From an optimization exercise on the open Yosys and OpenROAD flow, aimed at small area and a short achievable clock period; shortcuts taken in it are not production practice. RTL that was checked went through simulation tests only; none was proved equivalent to the original. Only the layout flow was run in run 1; the RTL was not checked for function there. Power figures rest on the tool's default switching activity, not on a simulated workload.

## flow/config.mk

```make
export PLATFORM = sky130hd
export DESIGN_NAME = pe_array_top
export DESIGN_NICKNAME = pe_array_top
export VERILOG_FILES = /design/flow/design.v
export SDC_FILE = /design/flow/constraint.sdc
export NUM_CORES = 8
export LEC_CHECK = 0
export CAP_MARGIN = 20
export CORE_MARGIN = 2
export CORE_UTILIZATION = 40
export SLEW_MARGIN = 20
```

## flow/constraint.sdc

```tcl
create_clock -name core_clock -period 10.0 [get_ports {clk}]
set_input_delay 2.0000 -clock core_clock [delete_from_list [all_inputs] [get_ports {clk}]]
set_output_delay 2.0000 -clock core_clock [all_outputs]
set_load 0.01 [all_outputs]
```

## flow/design.v

```verilog
module mac_unit(
	input  logic        clk,
	input  logic        rst_n_pe,
	input  logic [7:0]  neg, one, two,
	input  logic        four7,
	input  logic [15:0] weight,
	input  logic [3:0]  conv_prev,
	input  logic        load_product,
	input  logic        add,
	input  logic        fold,
	input  logic        relu,
	input  logic        out_valid,
	output logic [15:0] output_feature
);
	logic [31:0] acc, addend_s, addend_c, sum, product_s, product_c;
	logic        zero;    
	booth_mul mul(.neg(neg), .one(one), .two(two), .four7(four7), .w(weight),
	              .ps(product_s), .pc(product_c));
	add3 adder(.a(acc), .b(addend_s), .c(addend_c), .s(sum));
	always_ff @(posedge clk) begin
		if (!rst_n_pe) begin
			acc      <= '0;
			addend_s <= '0;
			addend_c <= '0;
			zero     <= 1'b0;
		end else begin
			if (load_product) begin
				addend_s <= product_s;
				addend_c <= product_c;
			end
			if (add || fold)
				acc <= sum;
			if (fold)
				zero <= relu & sum[31];
		end
	end
	always_comb begin
		case (conv_prev)
			4'd0, 4'd1:              output_feature = acc[31:16];
			4'd2, 4'd3, 4'd6, 4'd15: output_feature = acc[30:15];
			4'd4, 4'd5, 4'd12:       output_feature = acc[29:14];
			4'd13:                   output_feature = acc[25:10];
			4'd14:                   output_feature = acc[27:12];
			default:                 output_feature = acc[28:13];
		endcase
		if (!out_valid || zero) output_feature = '0;
	end
endmodule
module add3(input logic [31:0] a, input logic [31:0] b, input logic [31:0] c,
            output logic [31:0] s);
	logic [31:0] x, y, p, g;
	logic [32:0] cy;
	always_comb begin
		x = a ^ b ^ c;
		y = {(a[30:0] & b[30:0]) | (a[30:0] & c[30:0]) | (b[30:0] & c[30:0]), 1'b0};
		p = x ^ y;
		g = x & y;
		cy[0] = 1'b0;
		for (int k = 0; k < 32; k += 4) begin
			cy[k+1] = g[k] | (p[k] & cy[k]);
			cy[k+2] = g[k+1] | (p[k+1] & g[k]) | (p[k+1] & p[k] & cy[k]);
			cy[k+3] = g[k+2] | (p[k+2] & g[k+1]) | (p[k+2] & p[k+1] & g[k])
			        | (p[k+2] & p[k+1] & p[k] & cy[k]);
			cy[k+4] = g[k+3] | (p[k+3] & g[k+2]) | (p[k+3] & p[k+2] & g[k+1])
			        | (p[k+3] & p[k+2] & p[k+1] & g[k]) | (p[k+3] & p[k+2] & p[k+1] & p[k] & cy[k]);
		end
		s = p ^ cy[31:0];
	end
endmodule
module booth_mul(input [7:0] neg, input [7:0] one, input [7:0] two, input four7, input [15:0] w, output [31:0] ps, output [31:0] pc);
  wire m1;
  assign m1 = (one[0] & w[0]) | (two[0] & 1'b0);
  wire pp2;
  assign pp2 = m1 ^ neg[0];
  wire m3;
  assign m3 = (one[0] & w[1]) | (two[0] & w[0]);
  wire pp4;
  assign pp4 = m3 ^ neg[0];
  wire m5;
  assign m5 = (one[0] & w[2]) | (two[0] & w[1]);
  wire pp6;
  assign pp6 = m5 ^ neg[0];
  wire m7;
  assign m7 = (one[0] & w[3]) | (two[0] & w[2]);
  wire pp8;
  assign pp8 = m7 ^ neg[0];
  wire m9;
  assign m9 = (one[0] & w[4]) | (two[0] & w[3]);
  wire pp10;
  assign pp10 = m9 ^ neg[0];
  wire m11;
  assign m11 = (one[0] & w[5]) | (two[0] & w[4]);
  wire pp12;
  assign pp12 = m11 ^ neg[0];
  wire m13;
  assign m13 = (one[0] & w[6]) | (two[0] & w[5]);
  wire pp14;
  assign pp14 = m13 ^ neg[0];
  wire m15;
  assign m15 = (one[0] & w[7]) | (two[0] & w[6]);
  wire pp16;
  assign pp16 = m15 ^ neg[0];
  wire m17;
  assign m17 = (one[0] & w[8]) | (two[0] & w[7]);
  wire pp18;
  assign pp18 = m17 ^ neg[0];
  wire m19;
  assign m19 = (one[0] & w[9]) | (two[0] & w[8]);
  wire pp20;
  assign pp20 = m19 ^ neg[0];
  wire m21;
  assign m21 = (one[0] & w[10]) | (two[0] & w[9]);
  wire pp22;
  assign pp22 = m21 ^ neg[0];
  wire m23;
  assign m23 = (one[0] & w[11]) | (two[0] & w[10]);
  wire pp24;
  assign pp24 = m23 ^ neg[0];
  wire m25;
  assign m25 = (one[0] & w[12]) | (two[0] & w[11]);
  wire pp26;
  assign pp26 = m25 ^ neg[0];
  wire m27;
  assign m27 = (one[0] & w[13]) | (two[0] & w[12]);
  wire pp28;
  assign pp28 = m27 ^ neg[0];
  wire m29;
  assign m29 = (one[0] & w[14]) | (two[0] & w[13]);
  wire pp30;
  assign pp30 = m29 ^ neg[0];
  wire m31;
  assign m31 = (one[0] & w[15]) | (two[0] & w[14]);
  wire pp32;
  assign pp32 = m31 ^ neg[0];
  wire m33;
  assign m33 = (one[0] & w[15]) | (two[0] & w[15]);
  wire ps34;
  assign ps34 = ~(m33 ^ neg[0]);
  wire m35;
  assign m35 = (one[1] & w[0]) | (two[1] & 1'b0);
  wire pp36;
  assign pp36 = m35 ^ neg[1];
  wire m37;
  assign m37 = (one[1] & w[1]) | (two[1] & w[0]);
  wire pp38;
  assign pp38 = m37 ^ neg[1];
  wire m39;
  assign m39 = (one[1] & w[2]) | (two[1] & w[1]);
  wire pp40;
  assign pp40 = m39 ^ neg[1];
  wire m41;
  assign m41 = (one[1] & w[3]) | (two[1] & w[2]);
  wire pp42;
  assign pp42 = m41 ^ neg[1];
  wire m43;
  assign m43 = (one[1] & w[4]) | (two[1] & w[3]);
  wire pp44;
  assign pp44 = m43 ^ neg[1];
  wire m45;
  assign m45 = (one[1] & w[5]) | (two[1] & w[4]);
  wire pp46;
  assign pp46 = m45 ^ neg[1];
  wire m47;
  assign m47 = (one[1] & w[6]) | (two[1] & w[5]);
  wire pp48;
  assign pp48 = m47 ^ neg[1];
  wire m49;
  assign m49 = (one[1] & w[7]) | (two[1] & w[6]);
  wire pp50;
  assign pp50 = m49 ^ neg[1];
  wire m51;
  assign m51 = (one[1] & w[8]) | (two[1] & w[7]);
  wire pp52;
  assign pp52 = m51 ^ neg[1];
  wire m53;
  assign m53 = (one[1] & w[9]) | (two[1] & w[8]);
  wire pp54;
  assign pp54 = m53 ^ neg[1];
  wire m55;
  assign m55 = (one[1] & w[10]) | (two[1] & w[9]);
  wire pp56;
  assign pp56 = m55 ^ neg[1];
  wire m57;
  assign m57 = (one[1] & w[11]) | (two[1] & w[10]);
  wire pp58;
  assign pp58 = m57 ^ neg[1];
  wire m59;
  assign m59 = (one[1] & w[12]) | (two[1] & w[11]);
  wire pp60;
  assign pp60 = m59 ^ neg[1];
  wire m61;
  assign m61 = (one[1] & w[13]) | (two[1] & w[12]);
  wire pp62;
  assign pp62 = m61 ^ neg[1];
  wire m63;
  assign m63 = (one[1] & w[14]) | (two[1] & w[13]);
  wire pp64;
  assign pp64 = m63 ^ neg[1];
  wire m65;
  assign m65 = (one[1] & w[15]) | (two[1] & w[14]);
  wire pp66;
  assign pp66 = m65 ^ neg[1];
  wire m67;
  assign m67 = (one[1] & w[15]) | (two[1] & w[15]);
  wire ps68;
  assign ps68 = ~(m67 ^ neg[1]);
  wire m69;
  assign m69 = (one[2] & w[0]) | (two[2] & 1'b0);
  wire pp70;
  assign pp70 = m69 ^ neg[2];
  wire m71;
  assign m71 = (one[2] & w[1]) | (two[2] & w[0]);
  wire pp72;
  assign pp72 = m71 ^ neg[2];
  wire m73;
  assign m73 = (one[2] & w[2]) | (two[2] & w[1]);
  wire pp74;
  assign pp74 = m73 ^ neg[2];
  wire m75;
  assign m75 = (one[2] & w[3]) | (two[2] & w[2]);
  wire pp76;
  assign pp76 = m75 ^ neg[2];
  wire m77;
  assign m77 = (one[2] & w[4]) | (two[2] & w[3]);
  wire pp78;
  assign pp78 = m77 ^ neg[2];
  wire m79;
  assign m79 = (one[2] & w[5]) | (two[2] & w[4]);
  wire pp80;
  assign pp80 = m79 ^ neg[2];
  wire m81;
  assign m81 = (one[2] & w[6]) | (two[2] & w[5]);
  wire pp82;
  assign pp82 = m81 ^ neg[2];
  wire m83;
  assign m83 = (one[2] & w[7]) | (two[2] & w[6]);
  wire pp84;
  assign pp84 = m83 ^ neg[2];
  wire m85;
  assign m85 = (one[2] & w[8]) | (two[2] & w[7]);
  wire pp86;
  assign pp86 = m85 ^ neg[2];
  wire m87;
  assign m87 = (one[2] & w[9]) | (two[2] & w[8]);
  wire pp88;
  assign pp88 = m87 ^ neg[2];
  wire m89;
  assign m89 = (one[2] & w[10]) | (two[2] & w[9]);
  wire pp90;
  assign pp90 = m89 ^ neg[2];
  wire m91;
  assign m91 = (one[2] & w[11]) | (two[2] & w[10]);
  wire pp92;
  assign pp92 = m91 ^ neg[2];
  wire m93;
  assign m93 = (one[2] & w[12]) | (two[2] & w[11]);
  wire pp94;
  assign pp94 = m93 ^ neg[2];
  wire m95;
  assign m95 = (one[2] & w[13]) | (two[2] & w[12]);
  wire pp96;
  assign pp96 = m95 ^ neg[2];
  wire m97;
  assign m97 = (one[2] & w[14]) | (two[2] & w[13]);
  wire pp98;
  assign pp98 = m97 ^ neg[2];
  wire m99;
  assign m99 = (one[2] & w[15]) | (two[2] & w[14]);
  wire pp100;
  assign pp100 = m99 ^ neg[2];
  wire m101;
  assign m101 = (one[2] & w[15]) | (two[2] & w[15]);
  wire ps102;
  assign ps102 = ~(m101 ^ neg[2]);
  wire m103;
  assign m103 = (one[3] & w[0]) | (two[3] & 1'b0);
  wire pp104;
  assign pp104 = m103 ^ neg[3];
  wire m105;
  assign m105 = (one[3] & w[1]) | (two[3] & w[0]);
  wire pp106;
  assign pp106 = m105 ^ neg[3];
  wire m107;
  assign m107 = (one[3] & w[2]) | (two[3] & w[1]);
  wire pp108;
  assign pp108 = m107 ^ neg[3];
  wire m109;
  assign m109 = (one[3] & w[3]) | (two[3] & w[2]);
  wire pp110;
  assign pp110 = m109 ^ neg[3];
  wire m111;
  assign m111 = (one[3] & w[4]) | (two[3] & w[3]);
  wire pp112;
  assign pp112 = m111 ^ neg[3];
  wire m113;
  assign m113 = (one[3] & w[5]) | (two[3] & w[4]);
  wire pp114;
  assign pp114 = m113 ^ neg[3];
  wire m115;
  assign m115 = (one[3] & w[6]) | (two[3] & w[5]);
  wire pp116;
  assign pp116 = m115 ^ neg[3];
  wire m117;
  assign m117 = (one[3] & w[7]) | (two[3] & w[6]);
  wire pp118;
  assign pp118 = m117 ^ neg[3];
  wire m119;
  assign m119 = (one[3] & w[8]) | (two[3] & w[7]);
  wire pp120;
  assign pp120 = m119 ^ neg[3];
  wire m121;
  assign m121 = (one[3] & w[9]) | (two[3] & w[8]);
  wire pp122;
  assign pp122 = m121 ^ neg[3];
  wire m123;
  assign m123 = (one[3] & w[10]) | (two[3] & w[9]);
  wire pp124;
  assign pp124 = m123 ^ neg[3];
  wire m125;
  assign m125 = (one[3] & w[11]) | (two[3] & w[10]);
  wire pp126;
  assign pp126 = m125 ^ neg[3];
  wire m127;
  assign m127 = (one[3] & w[12]) | (two[3] & w[11]);
  wire pp128;
  assign pp128 = m127 ^ neg[3];
  wire m129;
  assign m129 = (one[3] & w[13]) | (two[3] & w[12]);
  wire pp130;
  assign pp130 = m129 ^ neg[3];
  wire m131;
  assign m131 = (one[3] & w[14]) | (two[3] & w[13]);
  wire pp132;
  assign pp132 = m131 ^ neg[3];
  wire m133;
  assign m133 = (one[3] & w[15]) | (two[3] & w[14]);
  wire pp134;
  assign pp134 = m133 ^ neg[3];
  wire m135;
  assign m135 = (one[3] & w[15]) | (two[3] & w[15]);
  wire ps136;
  assign ps136 = ~(m135 ^ neg[3]);
  wire m137;
  assign m137 = (one[4] & w[0]) | (two[4] & 1'b0);
  wire pp138;
  assign pp138 = m137 ^ neg[4];
  wire m139;
  assign m139 = (one[4] & w[1]) | (two[4] & w[0]);
  wire pp140;
  assign pp140 = m139 ^ neg[4];
  wire m141;
  assign m141 = (one[4] & w[2]) | (two[4] & w[1]);
  wire pp142;
  assign pp142 = m141 ^ neg[4];
  wire m143;
  assign m143 = (one[4] & w[3]) | (two[4] & w[2]);
  wire pp144;
  assign pp144 = m143 ^ neg[4];
  wire m145;
  assign m145 = (one[4] & w[4]) | (two[4] & w[3]);
  wire pp146;
  assign pp146 = m145 ^ neg[4];
  wire m147;
  assign m147 = (one[4] & w[5]) | (two[4] & w[4]);
  wire pp148;
  assign pp148 = m147 ^ neg[4];
  wire m149;
  assign m149 = (one[4] & w[6]) | (two[4] & w[5]);
  wire pp150;
  assign pp150 = m149 ^ neg[4];
  wire m151;
  assign m151 = (one[4] & w[7]) | (two[4] & w[6]);
  wire pp152;
  assign pp152 = m151 ^ neg[4];
  wire m153;
  assign m153 = (one[4] & w[8]) | (two[4] & w[7]);
  wire pp154;
  assign pp154 = m153 ^ neg[4];
  wire m155;
  assign m155 = (one[4] & w[9]) | (two[4] & w[8]);
  wire pp156;
  assign pp156 = m155 ^ neg[4];
  wire m157;
  assign m157 = (one[4] & w[10]) | (two[4] & w[9]);
  wire pp158;
  assign pp158 = m157 ^ neg[4];
  wire m159;
  assign m159 = (one[4] & w[11]) | (two[4] & w[10]);
  wire pp160;
  assign pp160 = m159 ^ neg[4];
  wire m161;
  assign m161 = (one[4] & w[12]) | (two[4] & w[11]);
  wire pp162;
  assign pp162 = m161 ^ neg[4];
  wire m163;
  assign m163 = (one[4] & w[13]) | (two[4] & w[12]);
  wire pp164;
  assign pp164 = m163 ^ neg[4];
  wire m165;
  assign m165 = (one[4] & w[14]) | (two[4] & w[13]);
  wire pp166;
  assign pp166 = m165 ^ neg[4];
  wire m167;
  assign m167 = (one[4] & w[15]) | (two[4] & w[14]);
  wire pp168;
  assign pp168 = m167 ^ neg[4];
  wire m169;
  assign m169 = (one[4] & w[15]) | (two[4] & w[15]);
  wire ps170;
  assign ps170 = ~(m169 ^ neg[4]);
  wire m171;
  assign m171 = (one[5] & w[0]) | (two[5] & 1'b0);
  wire pp172;
  assign pp172 = m171 ^ neg[5];
  wire m173;
  assign m173 = (one[5] & w[1]) | (two[5] & w[0]);
  wire pp174;
  assign pp174 = m173 ^ neg[5];
  wire m175;
  assign m175 = (one[5] & w[2]) | (two[5] & w[1]);
  wire pp176;
  assign pp176 = m175 ^ neg[5];
  wire m177;
  assign m177 = (one[5] & w[3]) | (two[5] & w[2]);
  wire pp178;
  assign pp178 = m177 ^ neg[5];
  wire m179;
  assign m179 = (one[5] & w[4]) | (two[5] & w[3]);
  wire pp180;
  assign pp180 = m179 ^ neg[5];
  wire m181;
  assign m181 = (one[5] & w[5]) | (two[5] & w[4]);
  wire pp182;
  assign pp182 = m181 ^ neg[5];
  wire m183;
  assign m183 = (one[5] & w[6]) | (two[5] & w[5]);
  wire pp184;
  assign pp184 = m183 ^ neg[5];
  wire m185;
  assign m185 = (one[5] & w[7]) | (two[5] & w[6]);
  wire pp186;
  assign pp186 = m185 ^ neg[5];
  wire m187;
  assign m187 = (one[5] & w[8]) | (two[5] & w[7]);
  wire pp188;
  assign pp188 = m187 ^ neg[5];
  wire m189;
  assign m189 = (one[5] & w[9]) | (two[5] & w[8]);
  wire pp190;
  assign pp190 = m189 ^ neg[5];
  wire m191;
  assign m191 = (one[5] & w[10]) | (two[5] & w[9]);
  wire pp192;
  assign pp192 = m191 ^ neg[5];
  wire m193;
  assign m193 = (one[5] & w[11]) | (two[5] & w[10]);
  wire pp194;
  assign pp194 = m193 ^ neg[5];
  wire m195;
  assign m195 = (one[5] & w[12]) | (two[5] & w[11]);
  wire pp196;
  assign pp196 = m195 ^ neg[5];
  wire m197;
  assign m197 = (one[5] & w[13]) | (two[5] & w[12]);
  wire pp198;
  assign pp198 = m197 ^ neg[5];
  wire m199;
  assign m199 = (one[5] & w[14]) | (two[5] & w[13]);
  wire pp200;
  assign pp200 = m199 ^ neg[5];
  wire m201;
  assign m201 = (one[5] & w[15]) | (two[5] & w[14]);
  wire pp202;
  assign pp202 = m201 ^ neg[5];
  wire m203;
  assign m203 = (one[5] & w[15]) | (two[5] & w[15]);
  wire ps204;
  assign ps204 = ~(m203 ^ neg[5]);
  wire m205;
  assign m205 = (one[6] & w[0]) | (two[6] & 1'b0);
  wire pp206;
  assign pp206 = m205 ^ neg[6];
  wire m207;
  assign m207 = (one[6] & w[1]) | (two[6] & w[0]);
  wire pp208;
  assign pp208 = m207 ^ neg[6];
  wire m209;
  assign m209 = (one[6] & w[2]) | (two[6] & w[1]);
  wire pp210;
  assign pp210 = m209 ^ neg[6];
  wire m211;
  assign m211 = (one[6] & w[3]) | (two[6] & w[2]);
  wire pp212;
  assign pp212 = m211 ^ neg[6];
  wire m213;
  assign m213 = (one[6] & w[4]) | (two[6] & w[3]);
  wire pp214;
  assign pp214 = m213 ^ neg[6];
  wire m215;
  assign m215 = (one[6] & w[5]) | (two[6] & w[4]);
  wire pp216;
  assign pp216 = m215 ^ neg[6];
  wire m217;
  assign m217 = (one[6] & w[6]) | (two[6] & w[5]);
  wire pp218;
  assign pp218 = m217 ^ neg[6];
  wire m219;
  assign m219 = (one[6] & w[7]) | (two[6] & w[6]);
  wire pp220;
  assign pp220 = m219 ^ neg[6];
  wire m221;
  assign m221 = (one[6] & w[8]) | (two[6] & w[7]);
  wire pp222;
  assign pp222 = m221 ^ neg[6];
  wire m223;
  assign m223 = (one[6] & w[9]) | (two[6] & w[8]);
  wire pp224;
  assign pp224 = m223 ^ neg[6];
  wire m225;
  assign m225 = (one[6] & w[10]) | (two[6] & w[9]);
  wire pp226;
  assign pp226 = m225 ^ neg[6];
  wire m227;
  assign m227 = (one[6] & w[11]) | (two[6] & w[10]);
  wire pp228;
  assign pp228 = m227 ^ neg[6];
  wire m229;
  assign m229 = (one[6] & w[12]) | (two[6] & w[11]);
  wire pp230;
  assign pp230 = m229 ^ neg[6];
  wire m231;
  assign m231 = (one[6] & w[13]) | (two[6] & w[12]);
  wire pp232;
  assign pp232 = m231 ^ neg[6];
  wire m233;
  assign m233 = (one[6] & w[14]) | (two[6] & w[13]);
  wire pp234;
  assign pp234 = m233 ^ neg[6];
  wire m235;
  assign m235 = (one[6] & w[15]) | (two[6] & w[14]);
  wire pp236;
  assign pp236 = m235 ^ neg[6];
  wire m237;
  assign m237 = (one[6] & w[15]) | (two[6] & w[15]);
  wire ps238;
  assign ps238 = ~(m237 ^ neg[6]);
  wire m239;
  assign m239 = (one[7] & w[0]) | (two[7] & 1'b0) | (four7 & 1'b0);
  wire pp240;
  assign pp240 = m239 ^ neg[7];
  wire m241;
  assign m241 = (one[7] & w[1]) | (two[7] & w[0]) | (four7 & 1'b0);
  wire pp242;
  assign pp242 = m241 ^ neg[7];
  wire m243;
  assign m243 = (one[7] & w[2]) | (two[7] & w[1]) | (four7 & w[0]);
  wire pp244;
  assign pp244 = m243 ^ neg[7];
  wire m245;
  assign m245 = (one[7] & w[3]) | (two[7] & w[2]) | (four7 & w[1]);
  wire pp246;
  assign pp246 = m245 ^ neg[7];
  wire m247;
  assign m247 = (one[7] & w[4]) | (two[7] & w[3]) | (four7 & w[2]);
  wire pp248;
  assign pp248 = m247 ^ neg[7];
  wire m249;
  assign m249 = (one[7] & w[5]) | (two[7] & w[4]) | (four7 & w[3]);
  wire pp250;
  assign pp250 = m249 ^ neg[7];
  wire m251;
  assign m251 = (one[7] & w[6]) | (two[7] & w[5]) | (four7 & w[4]);
  wire pp252;
  assign pp252 = m251 ^ neg[7];
  wire m253;
  assign m253 = (one[7] & w[7]) | (two[7] & w[6]) | (four7 & w[5]);
  wire pp254;
  assign pp254 = m253 ^ neg[7];
  wire m255;
  assign m255 = (one[7] & w[8]) | (two[7] & w[7]) | (four7 & w[6]);
  wire pp256;
  assign pp256 = m255 ^ neg[7];
  wire m257;
  assign m257 = (one[7] & w[9]) | (two[7] & w[8]) | (four7 & w[7]);
  wire pp258;
  assign pp258 = m257 ^ neg[7];
  wire m259;
  assign m259 = (one[7] & w[10]) | (two[7] & w[9]) | (four7 & w[8]);
  wire pp260;
  assign pp260 = m259 ^ neg[7];
  wire m261;
  assign m261 = (one[7] & w[11]) | (two[7] & w[10]) | (four7 & w[9]);
  wire pp262;
  assign pp262 = m261 ^ neg[7];
  wire m263;
  assign m263 = (one[7] & w[12]) | (two[7] & w[11]) | (four7 & w[10]);
  wire pp264;
  assign pp264 = m263 ^ neg[7];
  wire m265;
  assign m265 = (one[7] & w[13]) | (two[7] & w[12]) | (four7 & w[11]);
  wire pp266;
  assign pp266 = m265 ^ neg[7];
  wire m267;
  assign m267 = (one[7] & w[14]) | (two[7] & w[13]) | (four7 & w[12]);
  wire pp268;
  assign pp268 = m267 ^ neg[7];
  wire m269;
  assign m269 = (one[7] & w[15]) | (two[7] & w[14]) | (four7 & w[13]);
  wire pp270;
  assign pp270 = m269 ^ neg[7];
  wire m271;
  assign m271 = (one[7] & w[15]) | (two[7] & w[15]) | (four7 & w[14]);
  wire pp272;
  assign pp272 = m271 ^ neg[7];
  wire m273;
  assign m273 = (one[7] & w[15]) | (two[7] & w[15]) | (four7 & w[15]);
  wire pp274;
  assign pp274 = m273 ^ neg[7];
  wire s275;
  wire c276;
  assign s275 = pp22 ^ pp52;
  assign c276 = pp22 & pp52;
  wire s277;
  wire c278;
  assign s277 = pp24 ^ pp54;
  assign c278 = pp24 & pp54;
  wire s279;
  wire c280;
  assign s279 = pp26 ^ pp56 ^ pp86;
  assign c280 = (pp26 & pp56) | (pp26 & pp86) | (pp56 & pp86);
  wire s281;
  wire c282;
  assign s281 = pp116 ^ pp146;
  assign c282 = pp116 & pp146;
  wire s283;
  wire c284;
  assign s283 = pp28 ^ pp58 ^ pp88;
  assign c284 = (pp28 & pp58) | (pp28 & pp88) | (pp58 & pp88);
  wire s285;
  wire c286;
  assign s285 = pp118 ^ pp148;
  assign c286 = pp118 & pp148;
  wire s287;
  wire c288;
  assign s287 = pp30 ^ pp60 ^ pp90;
  assign c288 = (pp30 & pp60) | (pp30 & pp90) | (pp60 & pp90);
  wire s289;
  wire c290;
  assign s289 = pp120 ^ pp150 ^ pp180;
  assign c290 = (pp120 & pp150) | (pp120 & pp180) | (pp150 & pp180);
  wire s291;
  wire c292;
  assign s291 = pp210 ^ pp240;
  assign c292 = pp210 & pp240;
  wire s293;
  wire c294;
  assign s293 = pp32 ^ pp62 ^ pp92;
  assign c294 = (pp32 & pp62) | (pp32 & pp92) | (pp62 & pp92);
  wire s295;
  wire c296;
  assign s295 = pp122 ^ pp152 ^ pp182;
  assign c296 = (pp122 & pp152) | (pp122 & pp182) | (pp152 & pp182);
  wire s297;
  wire c298;
  assign s297 = pp212 ^ pp242;
  assign c298 = pp212 & pp242;
  wire s299;
  wire c300;
  assign s299 = ps34 ^ pp64 ^ pp94;
  assign c300 = (ps34 & pp64) | (ps34 & pp94) | (pp64 & pp94);
  wire s301;
  wire c302;
  assign s301 = pp124 ^ pp154 ^ pp184;
  assign c302 = (pp124 & pp154) | (pp124 & pp184) | (pp154 & pp184);
  wire s303;
  wire c304;
  assign s303 = pp214 ^ pp244 ^ 1'b1;
  assign c304 = (pp214 & pp244) | (pp214 & 1'b1) | (pp244 & 1'b1);
  wire s305;
  wire c306;
  assign s305 = pp66 ^ pp96 ^ pp126;
  assign c306 = (pp66 & pp96) | (pp66 & pp126) | (pp96 & pp126);
  wire s307;
  wire c308;
  assign s307 = pp156 ^ pp186 ^ pp216;
  assign c308 = (pp156 & pp186) | (pp156 & pp216) | (pp186 & pp216);
  wire s309;
  wire c310;
  assign s309 = pp246 ^ 1'b1;
  assign c310 = pp246 & 1'b1;
  wire s311;
  wire c312;
  assign s311 = ps68 ^ pp98 ^ pp128;
  assign c312 = (ps68 & pp98) | (ps68 & pp128) | (pp98 & pp128);
  wire s313;
  wire c314;
  assign s313 = pp158 ^ pp188 ^ pp218;
  assign c314 = (pp158 & pp188) | (pp158 & pp218) | (pp188 & pp218);
  wire s315;
  wire c316;
  assign s315 = pp100 ^ pp130 ^ pp160;
  assign c316 = (pp100 & pp130) | (pp100 & pp160) | (pp130 & pp160);
  wire s317;
  wire c318;
  assign s317 = pp190 ^ pp220;
  assign c318 = pp190 & pp220;
  wire s319;
  wire c320;
  assign s319 = ps102 ^ pp132 ^ pp162;
  assign c320 = (ps102 & pp132) | (ps102 & pp162) | (pp132 & pp162);
  wire s321;
  wire c322;
  assign s321 = pp134 ^ pp164;
  assign c322 = pp134 & pp164;
  wire s323;
  wire c324;
  assign s323 = pp14 ^ pp44;
  assign c324 = pp14 & pp44;
  wire s325;
  wire c326;
  assign s325 = pp16 ^ pp46;
  assign c326 = pp16 & pp46;
  wire s327;
  wire c328;
  assign s327 = pp18 ^ pp48 ^ pp78;
  assign c328 = (pp18 & pp48) | (pp18 & pp78) | (pp48 & pp78);
  wire s329;
  wire c330;
  assign s329 = pp108 ^ pp138;
  assign c330 = pp108 & pp138;
  wire s331;
  wire c332;
  assign s331 = pp20 ^ pp50 ^ pp80;
  assign c332 = (pp20 & pp50) | (pp20 & pp80) | (pp50 & pp80);
  wire s333;
  wire c334;
  assign s333 = pp110 ^ pp140;
  assign c334 = pp110 & pp140;
  wire s335;
  wire c336;
  assign s335 = s275 ^ pp82 ^ pp112;
  assign c336 = (s275 & pp82) | (s275 & pp112) | (pp82 & pp112);
  wire s337;
  wire c338;
  assign s337 = pp142 ^ pp172 ^ neg[5];
  assign c338 = (pp142 & pp172) | (pp142 & neg[5]) | (pp172 & neg[5]);
  wire s339;
  wire c340;
  assign s339 = c276 ^ s277 ^ pp84;
  assign c340 = (c276 & s277) | (c276 & pp84) | (s277 & pp84);
  wire s341;
  wire c342;
  assign s341 = pp114 ^ pp144 ^ pp174;
  assign c342 = (pp114 & pp144) | (pp114 & pp174) | (pp144 & pp174);
  wire s343;
  wire c344;
  assign s343 = c278 ^ s279 ^ s281;
  assign c344 = (c278 & s279) | (c278 & s281) | (s279 & s281);
  wire s345;
  wire c346;
  assign s345 = pp176 ^ pp206 ^ neg[6];
  assign c346 = (pp176 & pp206) | (pp176 & neg[6]) | (pp206 & neg[6]);
  wire s347;
  wire c348;
  assign s347 = c280 ^ c282 ^ s283;
  assign c348 = (c280 & c282) | (c280 & s283) | (c282 & s283);
  wire s349;
  wire c350;
  assign s349 = s285 ^ pp178 ^ pp208;
  assign c350 = (s285 & pp178) | (s285 & pp208) | (pp178 & pp208);
  wire s351;
  wire c352;
  assign s351 = c284 ^ c286 ^ s287;
  assign c352 = (c284 & c286) | (c284 & s287) | (c286 & s287);
  wire s353;
  wire c354;
  assign s353 = s289 ^ s291 ^ neg[7];
  assign c354 = (s289 & s291) | (s289 & neg[7]) | (s291 & neg[7]);
  wire s355;
  wire c356;
  assign s355 = c288 ^ c290 ^ c292;
  assign c356 = (c288 & c290) | (c288 & c292) | (c290 & c292);
  wire s357;
  wire c358;
  assign s357 = s293 ^ s295 ^ s297;
  assign c358 = (s293 & s295) | (s293 & s297) | (s295 & s297);
  wire s359;
  wire c360;
  assign s359 = c294 ^ c296 ^ c298;
  assign c360 = (c294 & c296) | (c294 & c298) | (c296 & c298);
  wire s361;
  wire c362;
  assign s361 = s299 ^ s301 ^ s303;
  assign c362 = (s299 & s301) | (s299 & s303) | (s301 & s303);
  wire s363;
  wire c364;
  assign s363 = c300 ^ c302 ^ c304;
  assign c364 = (c300 & c302) | (c300 & c304) | (c302 & c304);
  wire s365;
  wire c366;
  assign s365 = s305 ^ s307 ^ s309;
  assign c366 = (s305 & s307) | (s305 & s309) | (s307 & s309);
  wire s367;
  wire c368;
  assign s367 = c306 ^ c308 ^ c310;
  assign c368 = (c306 & c308) | (c306 & c310) | (c308 & c310);
  wire s369;
  wire c370;
  assign s369 = s311 ^ s313 ^ pp248;
  assign c370 = (s311 & s313) | (s311 & pp248) | (s313 & pp248);
  wire s371;
  wire c372;
  assign s371 = c312 ^ c314 ^ s315;
  assign c372 = (c312 & c314) | (c312 & s315) | (c314 & s315);
  wire s373;
  wire c374;
  assign s373 = s317 ^ pp250 ^ 1'b1;
  assign c374 = (s317 & pp250) | (s317 & 1'b1) | (pp250 & 1'b1);
  wire s375;
  wire c376;
  assign s375 = c316 ^ c318 ^ s319;
  assign c376 = (c316 & c318) | (c316 & s319) | (c318 & s319);
  wire s377;
  wire c378;
  assign s377 = pp192 ^ pp222 ^ pp252;
  assign c378 = (pp192 & pp222) | (pp192 & pp252) | (pp222 & pp252);
  wire s379;
  wire c380;
  assign s379 = c320 ^ s321 ^ pp194;
  assign c380 = (c320 & s321) | (c320 & pp194) | (s321 & pp194);
  wire s381;
  wire c382;
  assign s381 = pp224 ^ pp254 ^ 1'b1;
  assign c382 = (pp224 & pp254) | (pp224 & 1'b1) | (pp254 & 1'b1);
  wire s383;
  wire c384;
  assign s383 = c322 ^ ps136 ^ pp166;
  assign c384 = (c322 & ps136) | (c322 & pp166) | (ps136 & pp166);
  wire s385;
  wire c386;
  assign s385 = pp196 ^ pp226 ^ pp256;
  assign c386 = (pp196 & pp226) | (pp196 & pp256) | (pp226 & pp256);
  wire s387;
  wire c388;
  assign s387 = pp168 ^ pp198 ^ pp228;
  assign c388 = (pp168 & pp198) | (pp168 & pp228) | (pp198 & pp228);
  wire s389;
  wire c390;
  assign s389 = pp258 ^ 1'b1;
  assign c390 = pp258 & 1'b1;
  wire s391;
  wire c392;
  assign s391 = ps170 ^ pp200 ^ pp230;
  assign c392 = (ps170 & pp200) | (ps170 & pp230) | (pp200 & pp230);
  wire s393;
  wire c394;
  assign s393 = pp202 ^ pp232;
  assign c394 = pp202 & pp232;
  wire s395;
  wire c396;
  assign s395 = pp10 ^ pp40;
  assign c396 = pp10 & pp40;
  wire s397;
  wire c398;
  assign s397 = pp12 ^ pp42;
  assign c398 = pp12 & pp42;
  wire s399;
  wire c400;
  assign s399 = s323 ^ pp74 ^ pp104;
  assign c400 = (s323 & pp74) | (s323 & pp104) | (pp74 & pp104);
  wire s401;
  wire c402;
  assign s401 = c324 ^ s325 ^ pp76;
  assign c402 = (c324 & s325) | (c324 & pp76) | (s325 & pp76);
  wire s403;
  wire c404;
  assign s403 = c326 ^ s327 ^ s329;
  assign c404 = (c326 & s327) | (c326 & s329) | (s327 & s329);
  wire s405;
  wire c406;
  assign s405 = c328 ^ c330 ^ s331;
  assign c406 = (c328 & c330) | (c328 & s331) | (c330 & s331);
  wire s407;
  wire c408;
  assign s407 = c332 ^ c334 ^ s335;
  assign c408 = (c332 & c334) | (c332 & s335) | (c334 & s335);
  wire s409;
  wire c410;
  assign s409 = c336 ^ c338 ^ s339;
  assign c410 = (c336 & c338) | (c336 & s339) | (c338 & s339);
  wire s411;
  wire c412;
  assign s411 = c340 ^ c342 ^ s343;
  assign c412 = (c340 & c342) | (c340 & s343) | (c342 & s343);
  wire s413;
  wire c414;
  assign s413 = c344 ^ c346 ^ s347;
  assign c414 = (c344 & c346) | (c344 & s347) | (c346 & s347);
  wire s415;
  wire c416;
  assign s415 = c348 ^ c350 ^ s351;
  assign c416 = (c348 & c350) | (c348 & s351) | (c350 & s351);
  wire s417;
  wire c418;
  assign s417 = c352 ^ c354 ^ s355;
  assign c418 = (c352 & c354) | (c352 & s355) | (c354 & s355);
  wire s419;
  wire c420;
  assign s419 = c356 ^ c358 ^ s359;
  assign c420 = (c356 & c358) | (c356 & s359) | (c358 & s359);
  wire s421;
  wire c422;
  assign s421 = c360 ^ c362 ^ s363;
  assign c422 = (c360 & c362) | (c360 & s363) | (c362 & s363);
  wire s423;
  wire c424;
  assign s423 = c364 ^ c366 ^ s367;
  assign c424 = (c364 & c366) | (c364 & s367) | (c366 & s367);
  wire s425;
  wire c426;
  assign s425 = c368 ^ c370 ^ s371;
  assign c426 = (c368 & c370) | (c368 & s371) | (c370 & s371);
  wire s427;
  wire c428;
  assign s427 = c372 ^ c374 ^ s375;
  assign c428 = (c372 & c374) | (c372 & s375) | (c374 & s375);
  wire s429;
  wire c430;
  assign s429 = c376 ^ c378 ^ s379;
  assign c430 = (c376 & c378) | (c376 & s379) | (c378 & s379);
  wire s431;
  wire c432;
  assign s431 = c380 ^ c382 ^ s383;
  assign c432 = (c380 & c382) | (c380 & s383) | (c382 & s383);
  wire s433;
  wire c434;
  assign s433 = c384 ^ c386 ^ s387;
  assign c434 = (c384 & c386) | (c384 & s387) | (c386 & s387);
  wire s435;
  wire c436;
  assign s435 = c388 ^ c390 ^ s391;
  assign c436 = (c388 & c390) | (c388 & s391) | (c390 & s391);
  wire s437;
  wire c438;
  assign s437 = c392 ^ s393 ^ pp262;
  assign c438 = (c392 & s393) | (c392 & pp262) | (s393 & pp262);
  wire s439;
  wire c440;
  assign s439 = c394 ^ ps204 ^ pp234;
  assign c440 = (c394 & ps204) | (c394 & pp234) | (ps204 & pp234);
  wire s441;
  wire c442;
  assign s441 = pp236 ^ pp266;
  assign c442 = pp236 & pp266;
  wire s443;
  wire c444;
  assign s443 = pp6 ^ pp36;
  assign c444 = pp6 & pp36;
  wire s445;
  wire c446;
  assign s445 = pp8 ^ pp38;
  assign c446 = pp8 & pp38;
  wire s447;
  wire c448;
  assign s447 = s395 ^ pp70 ^ neg[2];
  assign c448 = (s395 & pp70) | (s395 & neg[2]) | (pp70 & neg[2]);
  wire s449;
  wire c450;
  assign s449 = c396 ^ s397 ^ pp72;
  assign c450 = (c396 & s397) | (c396 & pp72) | (s397 & pp72);
  wire s451;
  wire c452;
  assign s451 = c398 ^ s399 ^ neg[3];
  assign c452 = (c398 & s399) | (c398 & neg[3]) | (s399 & neg[3]);
  wire s453;
  wire c454;
  assign s453 = c400 ^ s401 ^ pp106;
  assign c454 = (c400 & s401) | (c400 & pp106) | (s401 & pp106);
  wire s455;
  wire c456;
  assign s455 = c402 ^ s403 ^ neg[4];
  assign c456 = (c402 & s403) | (c402 & neg[4]) | (s403 & neg[4]);
  wire s457;
  wire c458;
  assign s457 = c404 ^ s405 ^ s333;
  assign c458 = (c404 & s405) | (c404 & s333) | (s405 & s333);
  wire s459;
  wire c460;
  assign s459 = c406 ^ s407 ^ s337;
  assign c460 = (c406 & s407) | (c406 & s337) | (s407 & s337);
  wire s461;
  wire c462;
  assign s461 = c408 ^ s409 ^ s341;
  assign c462 = (c408 & s409) | (c408 & s341) | (s409 & s341);
  wire s463;
  wire c464;
  assign s463 = c410 ^ s411 ^ s345;
  assign c464 = (c410 & s411) | (c410 & s345) | (s411 & s345);
  wire s465;
  wire c466;
  assign s465 = c412 ^ s413 ^ s349;
  assign c466 = (c412 & s413) | (c412 & s349) | (s413 & s349);
  wire s467;
  wire c468;
  assign s467 = c414 ^ s415 ^ s353;
  assign c468 = (c414 & s415) | (c414 & s353) | (s415 & s353);
  wire s469;
  wire c470;
  assign s469 = c416 ^ s417 ^ s357;
  assign c470 = (c416 & s417) | (c416 & s357) | (s417 & s357);
  wire s471;
  wire c472;
  assign s471 = c418 ^ s419 ^ s361;
  assign c472 = (c418 & s419) | (c418 & s361) | (s419 & s361);
  wire s473;
  wire c474;
  assign s473 = c420 ^ s421 ^ s365;
  assign c474 = (c420 & s421) | (c420 & s365) | (s421 & s365);
  wire s475;
  wire c476;
  assign s475 = c422 ^ s423 ^ s369;
  assign c476 = (c422 & s423) | (c422 & s369) | (s423 & s369);
  wire s477;
  wire c478;
  assign s477 = c424 ^ s425 ^ s373;
  assign c478 = (c424 & s425) | (c424 & s373) | (s425 & s373);
  wire s479;
  wire c480;
  assign s479 = c426 ^ s427 ^ s377;
  assign c480 = (c426 & s427) | (c426 & s377) | (s427 & s377);
  wire s481;
  wire c482;
  assign s481 = c428 ^ s429 ^ s381;
  assign c482 = (c428 & s429) | (c428 & s381) | (s429 & s381);
  wire s483;
  wire c484;
  assign s483 = c430 ^ s431 ^ s385;
  assign c484 = (c430 & s431) | (c430 & s385) | (s431 & s385);
  wire s485;
  wire c486;
  assign s485 = c432 ^ s433 ^ s389;
  assign c486 = (c432 & s433) | (c432 & s389) | (s433 & s389);
  wire s487;
  wire c488;
  assign s487 = c434 ^ s435 ^ pp260;
  assign c488 = (c434 & s435) | (c434 & pp260) | (s435 & pp260);
  wire s489;
  wire c490;
  assign s489 = c436 ^ s437 ^ 1'b1;
  assign c490 = (c436 & s437) | (c436 & 1'b1) | (s437 & 1'b1);
  wire s491;
  wire c492;
  assign s491 = c438 ^ s439 ^ pp264;
  assign c492 = (c438 & s439) | (c438 & pp264) | (s439 & pp264);
  wire s493;
  wire c494;
  assign s493 = c440 ^ s441 ^ 1'b1;
  assign c494 = (c440 & s441) | (c440 & 1'b1) | (s441 & 1'b1);
  wire s495;
  wire c496;
  assign s495 = c442 ^ ps238 ^ pp268;
  assign c496 = (c442 & ps238) | (c442 & pp268) | (ps238 & pp268);
  wire s497;
  wire c498;
  assign s497 = pp270 ^ 1'b1;
  assign c498 = pp270 & 1'b1;
  wire s499;
  wire c500;
  assign s499 = pp272 ^ 1'b1;
  assign c500 = pp272 & 1'b1;
  wire s501;
  wire c502;
  assign s501 = pp274 ^ 1'b1;
  assign c502 = pp274 & 1'b1;
  assign ps = {c500, c498, c496, c494, c492, c490, c488, c486, c484, c482, c480, c478, c476, c474, c472, c470, c468, c466, c464, c462, c460, c458, c456, c454, c452, c450, c448, c446, c444, s443, pp4, pp2};
  assign pc = {s501, s499, s497, s495, s493, s491, s489, s487, s485, s483, s481, s479, s477, s475, s473, s471, s469, s467, s465, s463, s461, s459, s457, s455, s453, s451, s449, s447, s445, neg[1], 1'b0, neg[0]};
endmodule
module pe_array #(parameter NPE = 4)(
	input  logic              clk,
	input  logic              rst_n_pe,
	input  logic              weight_valid,
	input  logic              feature_valid,
	input  logic [15:0]       feature_in,      
	input  logic [NPE*16-1:0] weight_in,       
	input  logic [3:0]        conv_num,
	output logic [NPE*16-1:0] output_feature,
	input  logic              relu_en,
	input  logic              partial_en
);
	localparam logic [1:0] IDLE = 2'd0, BIAS = 2'd1, FOLD = 2'd2, OUT = 2'd3;
	logic [1:0] state;
	logic [3:0] conv_prev;
	logic       relu_prev, keep_prev;
	logic       mac_step, bias_step, bias_load;
	logic [7:0] neg, one, two;
	logic       four7;
	logic [7:0] f_neg, f_one, f_two, b_one, b_two;
	logic       b_four7, keep;
	logic [NPE*16-1:0] weight;
	assign mac_step  = (state == IDLE) & feature_valid & weight_valid;
	assign bias_step = (state == IDLE) & ~feature_valid & weight_valid;
	assign bias_load = bias_step & rst_n_pe;
	booth_enc enc(.f(feature_in), .neg(f_neg), .one(f_one), .two(f_two));
	always_comb begin
		logic [4:0] sh;
		logic       zero;
		keep = 1'b0;
		zero = 1'b0;
		sh = 5'd0;
		if (partial_en) begin
			case (conv_num)
				4'd0, 4'd1:                     sh = 5'd16;
				4'd2, 4'd3, 4'd6:               sh = 5'd15;
				4'd4, 4'd5, 4'd12:              sh = 5'd14;
				4'd7, 4'd8, 4'd9, 4'd10, 4'd11: sh = 5'd13;
				default:                        keep = 1'b1;
			endcase
		end else begin
			case (conv_num)
				4'd0, 4'd12:                    sh = 5'd9;
				4'd1:                           sh = 5'd6;
				4'd2, 4'd10:                    sh = 5'd3;
				4'd3, 4'd9:                     sh = 5'd2;
				4'd4, 4'd5, 4'd6, 4'd8:         sh = 5'd1;
				4'd7:                           zero = 1'b1;
				4'd11:                          sh = 5'd4;
				default:                        sh = 5'd0;
			endcase
		end
		for (int j = 0; j < 8; j++) begin
			b_one[j] = ~zero & ~keep & (sh == 5'(2 * j));
			b_two[j] = ~zero & ~keep & (sh == 5'(2 * j + 1));
		end
		b_four7 = ~keep & (sh == 5'd16);
	end
	always_ff @(posedge clk) begin
		conv_prev <= conv_num;
		relu_prev <= relu_en;
		keep_prev <= keep;
		if (bias_load) begin
			neg <= '0; one <= b_one; two <= b_two; four7 <= b_four7;
		end else begin
			neg <= f_neg; one <= f_one; two <= f_two; four7 <= 1'b0;
			weight <= weight_in;
		end
		if (!rst_n_pe)
			state <= IDLE;
		else case (state)
			IDLE: if (bias_step) state <= BIAS;
			BIAS: state <= FOLD;
			default: state <= OUT;
		endcase
	end
	for (genvar i = 0; i < NPE; i++) begin : mac
		mac_unit u(
			.clk(clk),
			.rst_n_pe(rst_n_pe),
			.neg(neg), .one(one), .two(two), .four7(four7),
			.weight(weight[i*16 +: 16]),
			.conv_prev(conv_prev),
			.load_product(mac_step | (state == BIAS && !keep_prev)),
			.add(mac_step | bias_step),
			.fold(state == FOLD),
			.relu(relu_prev),
			.out_valid(state == OUT),
			.output_feature(output_feature[i*16 +: 16])
		);
	end
endmodule
module booth_enc(input logic [15:0] f, output logic [7:0] neg, output logic [7:0] one,
                 output logic [7:0] two);
	logic [16:0] fx;
	assign fx = {f, 1'b0};
	always_comb
		for (int j = 0; j < 8; j++) begin
			neg[j] = fx[2*j+2] & ~(fx[2*j+1] & fx[2*j]);
			one[j] = fx[2*j+1] ^ fx[2*j];
			two[j] = (fx[2*j+2] & ~fx[2*j+1] & ~fx[2*j]) | (~fx[2*j+2] & fx[2*j+1] & fx[2*j]);
		end
endmodule
module onchip_read_master_weight #(parameter NPE = 4)(
	input  logic        clk,
	input  logic        rst_n,
	output logic [16:0] addr_read,
	output logic [NPE*2-1:0] byteenable,
	output logic        read,
	input  logic        wait_request,
	input  logic        readdatavalid,
	output logic        chipselect,
	input  logic [16:0] addr_read_input,
	input  logic        read_en_input,
	output logic        data_valid,
	output logic        readdatavalid_out
);
	logic state;         
	logic read_en_reg;
	logic xfer;
	assign byteenable = {(NPE*2){1'b1}};
	assign readdatavalid_out = readdatavalid;
	assign xfer = readdatavalid & ~wait_request;
	always_ff @(posedge clk) begin
		if (rst_n) addr_read <= addr_read_input;
	end
	always_ff @(posedge clk) begin
		if (!rst_n) begin
			state       <= 1'b0;
			data_valid  <= 1'b0;
			read        <= 1'b0;
			chipselect  <= 1'b0;
			read_en_reg <= 1'b0;
		end else begin
			read_en_reg <= read_en_input;
			data_valid  <= state & xfer;
			chipselect  <= read_en_reg & (~state | xfer);
			if (!state && read_en_reg) read <= 1'b1;
			if (!state) state <= read_en_reg;
			else if (xfer && !read_en_reg) state <= 1'b0;
		end
	end
endmodule
module onchip_read_master_input(
	input  logic        clk,
	input  logic        rst_n,
	output logic [16:0] addr_read,
	output logic [1:0]  byteenable,
	output logic        read,
	input  logic        wait_request,
	input  logic        readdatavalid,
	output logic        chipselect,
	input  logic [16:0] addr_read_input,
	input  logic        read_en_input,
	output logic        data_valid,
	output logic        readdatavalid_out
);
	logic state;         
	logic read_en_reg;
	logic xfer;
	assign byteenable = 2'b11;
	assign readdatavalid_out = readdatavalid;
	assign xfer = readdatavalid & ~wait_request;
	always_ff @(posedge clk) begin
		if (rst_n) addr_read <= addr_read_input;
	end
	always_ff @(posedge clk) begin
		if (!rst_n) begin
			state       <= 1'b0;
			data_valid  <= 1'b0;
			read        <= 1'b0;
			chipselect  <= 1'b0;
			read_en_reg <= 1'b0;
		end else begin
			read_en_reg <= read_en_input;
			data_valid  <= state & xfer;
			chipselect  <= read_en_reg & (~state | xfer);
			if (!state && read_en_reg) read <= 1'b1;
			if (!state) state <= read_en_reg;
			else if (xfer && !read_en_reg) state <= 1'b0;
		end
	end
endmodule
module p1024_to_s16 #(parameter NPE = 4)(
	input  logic            clk,
	input  logic            rst_n,
	input  logic [NPE*16-1:0] datain_pe,
	input  logic            input_en_control,
	input  logic [14:0]     addr_in_control,
	input  logic            pool_en,
	input  logic            output_en,
	output logic [15:0]     writedata_output,
	output logic [14:0]     address_output,
	output logic            write_output,
	input  logic            waitrequest_output,
	output logic [1:0]      byteenable_output,
	output logic            chipselect
);
	localparam logic [2:0] IDLE = 3'd0, POOL_INIT = 3'd1, POOL = 3'd2, OUT0 = 3'd3;
	localparam logic [2:0] OUTN = OUT0 + NPE;
	logic [2:0]  state;
	logic [NPE*16-1:0] buffer, buffer_out;
	logic [14:0] address_output_in;
	assign byteenable_output = 2'b11;
	assign write_output = 1'b1;
	assign chipselect = 1'b0;
	always_ff @(posedge clk) begin
		if (state == IDLE && input_en_control) begin
			buffer <= datain_pe;
			address_output_in <= addr_in_control;
		end else if (state >= OUT0 && state != OUTN && output_en && !waitrequest_output)
			address_output_in <= address_output_in + 15'd2;
	end
	always_ff @(posedge clk) begin
		if (!rst_n) begin
			state <= IDLE;
			buffer_out <= '0;
			address_output <= '0;
			writedata_output <= '0;
		end else begin
			case (state)
				IDLE: if (input_en_control) state <= POOL_INIT;
				POOL_INIT: state <= POOL;
				POOL: begin
					for (int k = 0; k < NPE; k++)
						if (!pool_en || $signed(buffer[k*16 +: 16]) > $signed(buffer_out[k*16 +: 16]))
							buffer_out[k*16 +: 16] <= buffer[k*16 +: 16];
					state <= OUT0;
				end
				default: begin
					if (!output_en)
						state <= IDLE;
					else if (!waitrequest_output) begin
						if (state == OUTN)
							state <= IDLE;
						else begin
							address_output   <= address_output_in;
							writedata_output <= buffer_out[15:0];
							buffer_out       <= buffer_out >> 16;
							state            <= state + 3'd1;
						end
					end
				end
			endcase
		end
	end
endmodule
module pe_array_top #(parameter NPE = 4)
                   (input logic clk,
                    input logic rst_n,
                    input logic rst_n_pe,
                    input logic [3:0] conv_num,
                    input logic partial_en_control,
                    input logic [NPE*16-1:0]data_readw_weight,
                    input logic [15:0]data_readi_input,
                    output logic [15:0]data_write_output,
                    output logic [16:0]addr_readi_input,
                    output logic [16:0]addr_readw_weight,
                    output logic [14:0]addr_write_output,
                    output logic [1:0]byteenable_readi_input,
                    output logic [NPE*2-1:0]byteenable_readw_weight,
		            output logic [1:0]byteenable_write_output,
                    input logic [16:0]addr_readi_control,
                    input logic [16:0]addr_readw_control,
                    input logic [14:0]addr_write_control,
                    input logic pool_en_control,
                    input logic relu_en_control,
                    input logic output_en_control,
		            input logic waitrequest_output,
		            input logic waitrequest_input,
		            input logic waitrequest_weight,
                    input logic en_write_control,
                    input logic en_readi_control,
                    input logic en_readw_control,
                    input logic readdatavalid_input,
                    input logic readdatavalid_weight,
                    output logic write_output,
                    output logic read_readw_weight,
                    output logic read_readi_input,
                    output logic chipselect_input,
                    output logic chipselect_weight,
                    output logic chipselect_output,
                    output logic readdatavalid_out_input,
                    output logic readdatavalid_out_weight
                    );
logic[NPE*16-1:0]data_write_pe;
logic data_valid_readi_pe;
logic data_valid_readw_pe;
p1024_to_s16 #(.NPE(NPE)) pts(.clk(clk),
			 	.rst_n(rst_n),
				.datain_pe(data_write_pe),
				.input_en_control(en_write_control),
				.addr_in_control(addr_write_control),
				.writedata_output(data_write_output),
				.address_output(addr_write_output),
				.write_output(write_output),
				.waitrequest_output(waitrequest_output),
				.byteenable_output(byteenable_write_output),
				.chipselect(chipselect_output),
				.pool_en(pool_en_control),
				.output_en(output_en_control)
                );
onchip_read_master_weight #(.NPE(NPE)) master_to_weight_bias(.clk(clk),
                                         .addr_read(addr_readw_weight),
                                         .byteenable(byteenable_readw_weight),
                                         .read(read_readw_weight),
					                     .wait_request(waitrequest_weight),
                                         .addr_read_input(addr_readw_control),
                                         .read_en_input(en_readw_control),
                                         .rst_n(rst_n),
                                         .readdatavalid(readdatavalid_weight),
                                         .data_valid(data_valid_readw_pe),
                                         .chipselect(chipselect_weight),
                                         .readdatavalid_out(readdatavalid_out_weight)
                                         );
onchip_read_master_input master_to_input(.clk(clk),
                                   .addr_read(addr_readi_input),
                                   .byteenable(byteenable_readi_input),
                                   .read(read_readi_input),
				   				   .wait_request(waitrequest_input),
                                   .addr_read_input(addr_readi_control),
                                   .read_en_input(en_readi_control),
                                   .rst_n(rst_n),
                                   .readdatavalid(readdatavalid_input),
                                   .data_valid(data_valid_readi_pe),
                                   .chipselect(chipselect_input),
                                   .readdatavalid_out(readdatavalid_out_input)
                                   );
pe_array #(.NPE(NPE)) array(.clk(clk),
               .rst_n_pe(rst_n_pe),
               .feature_valid(data_valid_readi_pe),
	       	   .weight_valid(data_valid_readw_pe),
               .feature_in(data_readi_input),
               .conv_num(conv_num),
               .output_feature(data_write_pe),
               .weight_in(data_readw_weight),
               .relu_en(relu_en_control),
               .partial_en(partial_en_control));
endmodule 
```

## flow/flow/run.sh

```bash
#!/bin/bash
# Standard synthesis unchanged, then the standard layout steps with other settings.
set -eo pipefail
bash standard.sh synth > synth.log 2>&1
bash standard.sh BUFFER_PORTS_ARGS="-buffer_cell sky130_fd_sc_hd__buf_1" SETUP_SLACK_MARGIN=5.8 CTS_ARGS="-sink_clustering_enable -repair_clock_nets -dont_use_dummy_load" finish > layout.log 2>&1
```

## flow/standard.sh

```bash
#!/bin/bash
# synth_recipe.tcl (not shown) runs the flow's synth.tcl, then flattens the netlist and writes it again
# the make line also repeats each setting of config.mk as NAME=value (left out here)
make -C /OpenROAD-flow-scripts/flow DESIGN_CONFIG=/design/flow/config.mk WORK_HOME=/design/flow/orfs CLKGATE_MAP_FILE= SYNTH_SCRIPT=/design/flow/synth_recipe.tcl "${@:-finish}"
```

==> run summary, run 1 <==
Placed Cells incl. Taps=7493; final antenna-violating net count=0; largest net degree at the start of global routing=227; critical path class=input pin to output port; CTS root buf=clkbuf_16; fin nets=just under 7000; Fin Hold WS=between 400 and 500 ps; minimum clock period=approximately 4200 ps; synth top area cells=dfxtp_1 (19%), fa_1 (17%), edfxtp_1 (9.6%); DR iter-0 viols=4295; final cell count without fillers=approximately 7600; GRT Overall Usage=0.224; Async S/R FF share, synth=0; initial antenna violation count=2; LEAKAGE=23.9 nW; Num CTS Buffers=87; fin crit share=0.421; DR vias=approximately 43000; worst min path class=flop to flop; Final Hold Viols=0; CP most frequent cell=buf_6; setup TNS=0 ps; Mapped Area=about 0.056 mm2; hold-fix buffers at CTS=0; leading area contributor after synthesis=dfxtp_1; CP max FO=2; Reg clk slew, reported paths=roughly 50 ps; most common cell after layout, fill and taps aside=nand2_1; top flop regs=array.mac.u.acc (128), array.mac.u.addend_s (128), array.mac.u.addend_c (118); vias in the first global route=around 43000; Worst EP required=~8000 ps; share of the synthesized area in the top cell type=0.187; I/O pin cnt=233; die area=between 0.1 and 0.15 mm2; Vias per Instance=approximately 5.6; final worst setup slack=approximately 5800 ps; clock sink count=a little under 700; CTS tree=done; Synth Flop Type=dfxtp_1; Syn. warnings=7; most frequent cells in the layout=nand2_1 (905), dfxtp_1 (493), fa_1 (484); WP depth=2; drt wl/cell=approximately 21 um; Max Slew Vio Count=0; number of synthesized flops with an enable pin=177; Final Skew=93.3 ps; FF+latch count, synth=696; die height=approximately 380 um; Die X=377 um; unrepaired setup endpoints after global routing=true; H-Tree Depth=3; status=no timing/DRC/antenna violations; cells along the critical path=buf_6 -> buf_6; critical path's slowest cell=buf_6; crit end category=output port; Detailed Place HPWL=109000 um; Placeable Area=0.138 mm2; register area share after synthesis=0.283; Area Growth Syn to Fin=7.01%; Max Fclk=roughly 0.24 GHz; initial core utilization=0.403; row count=between 100 and 150; gr ovfl total=0; Max transition margin=0.260; total power draw=about 0.012 W; n_diodes=0; library cells used by synthesis=78; Max-cap violations=0; hold path cells=2; Critical Path AT=approximately 2200 ps; Final setup viols=0; pre-CTS WS=about 5600 ps; Worst Reg2Reg Path Length in Cells=11; PwrDens=between 200 and 250 mW/mm2; global-route wire length before repair=between 200000 and 300000 um; Mean Syn Cell Area=9.30 um2; fillcell total=13300; PortBufs=218; share of cells above drive strength 1=0.0406; routability cong.=about 0.86; clock tree buffer depth=3; worst path bufs/invs=2; VDD IR max=0.130 mV; DR pass1 iterations=10; Startpoint Class=input pin; cell family with most CP delay=buffers and inverters; DRC viols=0; final WL=~160000 um; Clock Latency Late Sink=~700 ps; Synth Instances=approximately 6000; Worst-Margin Slew=roughly 1100 ps; crit-path max cell delay=between 100 and 150 ps
tightest hold or removal path: stages, from the launching register on:
cell	delay [ps]
dfxtp_1	300
nand2_1	50
o21ai_1	50
synthesized netlist by cell type, drive strengths merged, types with 5 or more instances:
cell type and count:
nand2 907, dfxtp 519, fa 484, inv 464
clkbuf 453, xnor2 438, a22oi 428, ha 298
a21boi 231, xor2 218, edfxtp 177, a21oi 170
o21ai 144, nor2 122, buf 100, a211oi 92
a31oi 74, o211a 70, a221oi 64, a22o 64
a21o 57, a222oi 56, nand3 51, and2 35
nand2b 27, nor2b 25, nand4 21, nor3 21
o21a 18, and3 17, nor3b 16, mux2i 13
o22ai 9, or2 8, or3 8, nor4 7
a2111oi 6, a31o 6, o21bai 6, and4 5
nand3b 5
power by group:
| part | leakage (nW) | switching [W] | internal (W) | total (W) |
|---|---|---|---|---|
| Clock | 1.07 | 0.00117 | 0.00151 | 0.00269 |
| Sequential | 6.00 | 0.000489 | 0.00329 | 0.00378 |
| Combinational | 16.8 | 0.00332 | 0.00229 | 0.00561 |
final timing paths:
| check | startpoint | endpoint | slack, ps |
|---|---|---|---|
| max | readdatavalid_input | readdatavalid_out_input | 5790 |
| max reg2reg | array.two[2] | array.mac[1].u.addend_c[21] | 5930 |
| min reg2reg | array.mac[3].u.zero | array.mac[3].u.zero | 450 |
| min | array.mac[3].u.zero | array.mac[3].u.zero | 450 |
metrics by stage:
stage	utilization	instance area, um2
after floorplan	-	55600
after global placement	0.414	57000
after detailed placement	0.414	57000
after CTS	0.431	59300
after global routing	0.432	59400
final	0.432	59400
area by class of cell:
class	instances	area (um2)	area share
Tap cell	1794	2240	0.0378
Multi-Input combinational cell	4271	36100	0.607
Inverter	464	1750	0.0294
Timing Repair Buffer	276	1430	0.0240
Clock buffer	87	2180	0.0366
Sequential cell	696	15800	0.265
layer usage:
layer | vias up | track usage | routed length [um]
li1 | 20000 | - | -
met1 | 20800 | 0.332 | 75900
met2 | 1783 | 0.326 | 66500
met3 | 261 | 0.0456 | 14100
met4 | 2 | 0.0657 | 3900
met5 | - | 0 | 12
cell families (layout without fill, tap and decap cells):
family | after synthesis | after routing | synth area share
simple gates | 1281 | 1282 | 0.0975
buf+inv | 1017 | 827 | 0.0701
flops | 696 | 696 | 0.283
other cells | 2 | 14 | 0.000135
fa+ha+maj | 782 | 782 | 0.242
xor+xnor | 656 | 656 | 0.103
compound gates | 1523 | 1523 | 0.202
mux | 14 | 14 | 0.00255
repair_timing:
item | 4_1_cts | 5_1_grt
resized for setup | 11 | 28
endpoints found under the hold margin | 0 | 0
setup buffers | 4 | 1
cloned | 0 | 1
setup endpoints to repair | 20 | 53
==> run 2: changes to the inputs <==
--- a/flow/design.v
+++ b/flow/design.v
@@ -1302,3 +1302,3 @@
 					for (int k = 0; k < NPE; k++)
-						if (!pool_en || $signed(buffer[k*16 +: 16]) > $signed(buffer_out[k*16 +: 16]))
+						if (!pool_en || {~buffer[k*16+15], buffer[k*16 +: 15]} > {~buffer_out[k*16+15], buffer_out[k*16 +: 15]})
 							buffer_out[k*16 +: 16] <= buffer[k*16 +: 16];
==> run 2 against run 1 <==
Cell count increased by 2.1%. Clock skew down 34 ps. Clock-buffer cell count decreased by 3. Sequential share of layout area is 0.13 points lower. Core utilization down 0.17 points. Cell area rose by 0.60%. Worst setup slack better by 1.8 ps. Hold slack hardly changed. Via count grew 2.3%. Register-to-register slack barely moved. Sequential power about the same. Highest routed layer unchanged.
==> run summary, run 2 <==
PortBufs=218 (unchanged); row count=137 (+0.74%); Syn. warnings=7 (unchanged); largest net degree at the start of global routing=214 (-5.7%); register area share after synthesis=0.281 (-0.00155); met1 Track Usage GR=0.330 (-0.00222); minimum clock period=4200 ps (-1.77 ps); Max Fclk=0.238 GHz (about the same); grt met3 use=0.0491 (+0.00354); LEAKAGE=24.2 nW (+1.3%); reg2reg setup slack=5940 ps (about the same); number of synthesized flops with an enable pin=177 (unchanged); Die X=378 um (+0.27%); vias in the first global route=43600 (+2.4%); top flop regs=array.mac.u.acc (128), array.mac.u.addend_s (128), array.mac.u.addend_c (118); total power draw=0.0120 W (-0.96%); cell family with most CP delay=buffers and inverters; Worst-Margin Slew=1060 ps (-51.0 ps); die height=378 um (+0.27%); worst flop-to-flop path startpoint=array.one[3]; Final Skew=58.9 ps (-34.5 ps); synth top area cells=dfxtp_1 (19%), fa_1 (17%), edfxtp_1 (9.5%); Max transition margin=0.294 (+0.0340); DRC viols=0 (unchanged); setup TNS=0 ps (unchanged); Num CTS Buffers=84 (-3.4%); routability cong.=0.864 (+0.44%); Finished Cell Area=0.0598 mm2 (+0.60%); library cells used by synthesis=79 (+1.3%); global-route wire length before repair=257000 um (+2.0%); Mean Syn Cell Area=9.24 um2 (-0.66%); CP Capture Point=readdatavalid_out_input; Max Slew Vio Count=0 (unchanged); Post-DP Area=0.0575 mm2 (+0.84%); Area Growth Syn to Fin=7.05% (about the same); share of the synthesized area in the top cell type=0.186 (-0.00102); leading area contributor after synthesis=dfxtp_1; worst min path class=flop to flop; most common cell after layout, fill and taps aside=nand2_1; CP max FO=2 (unchanged); WP depth=2 (unchanged); Reg clk slew, reported paths=50 ps (about the same); drt wl/cell=21.2 um (+0.37%); final antenna-violating net count=0 (unchanged); GRT Max-Usage Layer=met2; gr ovfl total=0 (unchanged); crit end category=output port; Placed Cells incl. Taps=7655 (+2.2%); share of cells above drive strength 1=0.0387 (-0.00187); CTS root buf=clkbuf_16; Detailed Place HPWL=111000 um (+2.4%); Max-cap violations=0 (unchanged); met2 usage=0.338 (+0.0112); crit-path max cell delay=110 ps (about the same); Final Hold Viols=0 (unchanged); CP most frequent cell=buf_6; Worst EP required=8000 ps (about the same); CP startpoint=readdatavalid_input; cells along the critical path=buf_6 -> buf_6; r2r endpoint=array.mac[3].u.addend_c[20]; Placeable Area=0.139 mm2 (+0.98%); H-Tree Depth=3 (unchanged); critical path class=input pin to output port; critical path's slowest cell=buf_6; most frequent cells in the layout=nand2_1 (985), dfxtp_1 (493), fa_1 (484); Critical Path AT=2200 ps (about the same); Seq. cell area=0.0158 mm2 (+0.11%); area of the multi-input gates=0.0364 mm2 (+0.90%); Mapped Area=0.0558 mm2 (+0.55%); Vias per Instance=5.65 (+0.26%); Synth Instances=6044 (+1.2%); clock tree buffer depth=3 (unchanged); I/O pin cnt=233 (unchanged); Worst Reg2Reg Path Length in Cells=11 (unchanged); fillcell total=13500 (+1.6%); final cell count without fillers=7745 (+2.1%); Synth Flop Type=dfxtp_1; unrepaired setup endpoints after global routing=true; die area=0.143 mm2 (+0.54%); Async S/R FF share, synth=0 (unchanged); final WL=164000 um (+2.4%); DR iter-0 viols=4322 (+0.63%); initial core utilization=0.402 (-0.00174); Final setup viols=0 (unchanged); top-count cell post-synth=nand2_1; fin nets=6800 (+1.1%); Clock Latency Late Sink=690 ps (about the same); Startpoint Class=input pin; DR pass1 iterations=9 (-1); FF+latch count, synth=696 (unchanged); clock sink count=696 (unchanged); synth cell count leaders=nand2_1 (986), dfxtp_1 (519), fa_1 (484), inv_1 (469), clkbuf_1 (448); CTS tree=done; PwrDens=200 mW/mm2 (-1.6%); status=no timing/DRC/antenna violations; worst path bufs/invs=2 (unchanged); DR vias=43800 (+2.3%); VDD IR max=0.116 mV (-11%); GRT Overall Usage=0.229 (+0.00435); fin crit share=0.420 (about the same); initial antenna violation count=2 (unchanged)
## run 2: cells by family after synthesis
logic type	count (synthesis)	share of synthesized area
and+or+nand+nor	1347	0.102
adders and majority gates	782	0.240
other	2	0.000134
xor gates and xnor gates	645	0.101
muxes	52	0.00941
AOI/OAI and AO/OA	1499	0.196
DFF	696	0.281
buffers and inverters	1021	0.0699
## run 2: worst min path at each step
stage / start / to / slack (ps) / cells after the start
2_1_floorplan: array.mac[1].u.zero / array.mac[1].u.zero / 420 / 2
5_1_grt: pts.writedata_output[14] / pts.writedata_output[14] / 470 / 2
6_report: array.mac[1].u.zero / array.mac[1].u.zero / 450 / 2
3_5_place_dp: master_to_weight_bias.state / master_to_weight_bias.chipselect / 440 / 1
3_3_place_gp: array.mac[1].u.zero / array.mac[1].u.zero / 430 / 2
4_1_cts: master_to_weight_bias.state / master_to_weight_bias.chipselect / 450 / 1
## run 2: through the flow
step	utilization	hold slack, ps	worst slack (ps)
6_report	0.430	447	5800
5_1_grt	0.430	472	5790
4_1_cts	0.429	446	5770
3_5_place_dp	0.414	437	5290
3_3_place_gp	0.414	433	5300
2_1_floorplan	-	417	5880
## run 2: metal layers
metal  vias up  part of all wire  wire [um]
met4         2             0.031       5150
met3       308             0.095      15600
met1     21300              0.46      74800
li1      20200                 -          -
met2      1993              0.42      68800
met5         -          0.000073         12
## run 2: repair_timing
item / 4_1_cts / 5_1_grt
buffers inserted: 3 / 2
setup endpoints to repair: 53 / 50
endpoints found under the hold margin: 0 / 0
gates resized for setup: 10 / 23
pin swaps: 0 / 0
hold buffers: 0 / 0
## run 2: power breakdown
part           switching, W  leakage [nW]  internal, W  total (W)
sequential         0.000508          6.00      0.00327    0.00378
clock               0.00115          1.04      0.00146    0.00262
combinational       0.00329          17.1      0.00228    0.00557
## run 2: layout make-up
cell class                      instances  share of cell area
Clock buffer                           84              0.0352
Timing Repair Buffer                  279              0.0232
Antenna cell                            1           0.0000419
Multi-Input combinational cell       4339               0.609
Inverter                              470              0.0296
Tap cell                             1876              0.0393
Sequential cell                       696               0.264

-- separate check: timing with driven ports --
How much do the figures lean on ideal ports? The routed layouts below were timed once more, with nothing changed but the port constraints. Step 1, drivers: a clkbuf_16 drives clk and a buf_2 each remaining input, both assumed. Step 2 adds t to the input delays and takes it off the output delays; t is the mean of the earliest and latest rising clock arrival at the registers after step 1. Input paths then give back, and output paths get back, about the clock's delay inside the block. a / b / c = ideal ports / drivers / drivers and shift; a / b = the first two.
| run | t, ns | setup slack, ns | hold slack, ns | worst setup path after step 2 |
|---|---|---|---|---|
| run 1 | 0.739 | 5.794 / 5.760 / 5.566 | 0.447 / 0.447 / 0.447 | input to register |
| run 2 | 0.740 | 5.796 / 5.758 / 5.187 | 0.447 / 0.447 / 0.447 | input to register |
After both steps setup and hold are still met in every run listed. For run 2, which loses most, drivers alone change the setup slack by -0.038 ns; drivers and shift together by -0.609 ns.
